This is an optimization exercise on Yosys and OpenROAD, whose aim is small area and a short achievable clock period, not a production implementation. Where RTL was checked, it was by simulation tests only, not by an equivalence proof against the original.

## rev 12
Design KGP_RISC, start of the top module:
module KGP_RISC(
        input clock,
        input rst,
        output [7:0] imem_addr,
        input [31:0] imem_data,
        output [7:0] dmem_addr,
        output [31:0] dmem_wdata,
        output dmem_we,
        input [31:0] dmem_rdata,
        output [15:0] r
    );
export LEC_CHECK = 0
export ABC_AREA = 1
export CAP_MARGIN = 20
export CORE_MARGIN = 2
export CORE_UTILIZATION = 40
export SLEW_MARGIN = 20
create_clock -name core_clock -period 22.0 [get_ports {clock}]
standard.sh (not shown) runs the stock make flow with config.mk's settings and CLKGATE_MAP_FILE= SYNTH_SCRIPT=/design/flow/synth_recipe.tcl, a recipe that flattens the netlist after the stock synthesis.
==> flow/flow/run.sh <==
#!/bin/bash
# Standard ORFS layout (the standard.sh), with repair_timing asked to
# leave a setup margin so that it keeps improving paths well below the
# (loose) clock period. The SDC and the clock period are unchanged.
set -euo pipefail
export SETUP_SLACK_MARGIN=15.5
bash standard.sh synth > synth.log 2>&1
bash standard.sh finish > layout.log 2>&1
Rev 12 did not stop at any stage, and its layout met the timing, design-rule and antenna checks.
### rev 12 -> rev 13
==> flow/flow/run.sh <==
#!/bin/bash
# Standard ORFS layout (the standard.sh) with three changes to how the
# layout is made; the SDC, the clock period and the synthesis are unchanged:
# - repair_timing is asked to leave a setup margin, so that it keeps
#   improving paths well below the (loose) clock period;
# - every port still gets a buffer, but a plain buf_2 rather than the delay
#   cell buffer_ports picks by default;
# - clock tree: larger sink clusters and no dummy loads.
set -euo pipefail
export SETUP_SLACK_MARGIN=15.5
export BUFFER_PORTS_ARGS="-buffer_cell sky130_fd_sc_hd__buf_2"
export CTS_ARGS="-sink_clustering_enable -repair_clock_nets -dont_use_dummy_load -sink_clustering_size 24 -sink_clustering_max_diameter 80"
bash standard.sh synth > synth.log 2>&1
bash standard.sh finish > layout.log 2>&1
## What came out
- Cell count after placement delta (rev 12 -> rev 13): insignificant
- Compared with rev 12, routed wire length in rev 13 increased slightly.
- [compare] base=rev 12 new=rev 13: wire length on met2 went up, fraction of cell area in non-clock buffers went down.
- Per the comparison of rev 13 with rev 12, via count of the routed design went down, cell area after layout went down, fraction of area in multi-input gates went up.
No run of this note included a check of the RTL's function; only the layout flow was run.


KGP_RISC, a different RTL version from the one above (not shown whole).
Size: about 6,800 cells after synthesis, roughly 1,200 flip-flops, ~130 I/O pins, roughly 67,000 um^2 of cells after synthesis.
## KGP_RISC
module KGP_RISC(
        input clock,
        input rst,
        output [7:0] imem_addr,
        input [31:0] imem_data,
        output [7:0] dmem_addr,
        output [31:0] dmem_wdata,
        output dmem_we,
        input [31:0] dmem_rdata,
        output [15:0] r
    );
Settings: LEC_CHECK=0, ABC_AREA=1, CAP_MARGIN=20, CORE_MARGIN=2, CORE_UTILIZATION=40, SLEW_MARGIN=20, TNS_END_PERCENT=5; clock period 22.0 ns.
==> flow/flow/run.sh <==
#!/bin/bash
# Standard ORFS layout (the standard.sh) with these changes to how the
# layout is made; the SDC, the clock period and the synthesis are unchanged:
# - repair_timing is asked to leave a setup margin, so that it keeps
#   improving paths well below the (loose) clock period;
# - every port still gets a buffer, but a plain buf_2 rather than the delay
#   cell buffer_ports picks by default;
# - clock tree: larger sink clusters and no dummy loads;
# - no gate cloning in repair_timing (clones late in the flow can overload
#   the net that drives them, after the last repair_design).
set -euo pipefail
export SETUP_SLACK_MARGIN=15.4
export BUFFER_PORTS_ARGS="-buffer_cell sky130_fd_sc_hd__buf_2"
export SKIP_GATE_CLONING=1
export CTS_ARGS="-sink_clustering_enable -repair_clock_nets -dont_use_dummy_load -sink_clustering_size 24 -sink_clustering_max_diameter 80"
bash standard.sh synth > synth.log 2>&1
bash standard.sh finish > layout.log 2>&1
Rerun with:
--- a/flow/flow/run.sh
+++ b/flow/flow/run.sh
@@ -13,5 +13,5 @@
 export BUFFER_PORTS_ARGS="-buffer_cell sky130_fd_sc_hd__buf_2"
 export SKIP_GATE_CLONING=1
-export CTS_ARGS="-sink_clustering_enable -repair_clock_nets -dont_use_dummy_load -sink_clustering_size 24 -sink_clustering_max_diameter 80"
+export CTS_ARGS="-sink_clustering_enable -repair_clock_nets -dont_use_dummy_load -sink_clustering_size 30 -sink_clustering_max_diameter 100"
 bash standard.sh synth > synth.log 2>&1
 bash standard.sh finish > layout.log 2>&1
Outcome: Area after synthesis is unchanged; synthesized cell count does not change; global-route usage goes down by 0.12 points; sequential share of layout area increases by 0.59 points; clock-buffer cell count drops by 25; register-to-register slack barely changes; worst setup slack improved by 0.0037 ns; design area fell by 1.3%; routed wire length drops by 0.63%.
Rerun with:
--- a/flow/flow/run.sh
+++ b/flow/flow/run.sh
@@ -10,8 +10,8 @@
 #   the net that drives them, after the last repair_design).
 set -euo pipefail
-export SETUP_SLACK_MARGIN=15.4
+export SETUP_SLACK_MARGIN=16
 export BUFFER_PORTS_ARGS="-buffer_cell sky130_fd_sc_hd__buf_2"
 export SKIP_GATE_CLONING=1
-export CTS_ARGS="-sink_clustering_enable -repair_clock_nets -dont_use_dummy_load -sink_clustering_size 30 -sink_clustering_max_diameter 100"
+export CTS_ARGS="-sink_clustering_enable -repair_clock_nets -dont_use_dummy_load -sink_clustering_size 24 -sink_clustering_max_diameter 80"
 bash standard.sh synth > synth.log 2>&1
 bash standard.sh finish > layout.log 2>&1
The changed run produced a clean layout; maximum frequency came out higher by 1.4%; routed wire length came out higher by 3.1%; non-clock buffer count came out higher by 27.
Rerun with:
--- a/flow/flow/run.sh
+++ b/flow/flow/run.sh
@@ -6,11 +6,8 @@
 # - every port still gets a buffer, but a plain buf_2 rather than the delay
 #   cell buffer_ports picks by default;
-# - clock tree: larger sink clusters and no dummy loads;
-# - no gate cloning in repair_timing (clones late in the flow can overload
-#   the net that drives them, after the last repair_design).
+# - clock tree: larger sink clusters and no dummy loads.
 set -euo pipefail
 export SETUP_SLACK_MARGIN=16
 export BUFFER_PORTS_ARGS="-buffer_cell sky130_fd_sc_hd__buf_2"
-export SKIP_GATE_CLONING=1
 export CTS_ARGS="-sink_clustering_enable -repair_clock_nets -dont_use_dummy_load -sink_clustering_size 24 -sink_clustering_max_diameter 80"
 bash standard.sh synth > synth.log 2>&1
Effect: The new run completed and failed the layout checks on capacitance limit, slew limit; count of clock-buffer cells in the layout does not change; core utilization increases by 0.45 points; final cell count increases by 0.50%; worst setup slack gets worse by 0.16 ns; via count increases by 1.0%; first-iteration DRC count increases by 6.4%.

## afterwards: timing with drivers on the ports
Ports are ideal in the flow. The routed layouts listed here were re-timed in OpenROAD.
Step 1, drivers: a clkbuf_16 drives clock and a buf_2 each remaining input, both assumed.
Step 2 moves the port delays by t, midway between the first and last clock arrival at a register: inputs arrive t later, outputs are due t later. That takes back most of the time a late clock gives input paths.
a / b / c = ideal ports / drivers / drivers and shift; a / b = the first two.
| run | shift t [ns] | slack for setup (ns) | worst slew at a driven data input, ns |
|---|---|---|---|
| rev 12 | 0.844 | 15.020 / 14.946 / 14.565 | 0.15 |
| rev 13 | 0.754 | 14.854 / 14.776 / 14.436 | 0.35 |
| the first run of note 2 | 0.778 | 15.035 / 15.094 / 14.316 | 0.11 |
| the second run of note 2 | 0.785 | 15.038 / 15.075 / 14.290 | 0.12 |
| the third run of note 2 | 0.785 | 15.135 / 15.089 / 14.304 | 0.17 |
| the fourth run of note 2 | 0.793 | 14.971 / 14.911 / 14.117 | 0.31 |
The setup slack of the fourth run of note 2, which loses most, moves by -0.060 ns with the drivers and by -0.854 ns with both steps.
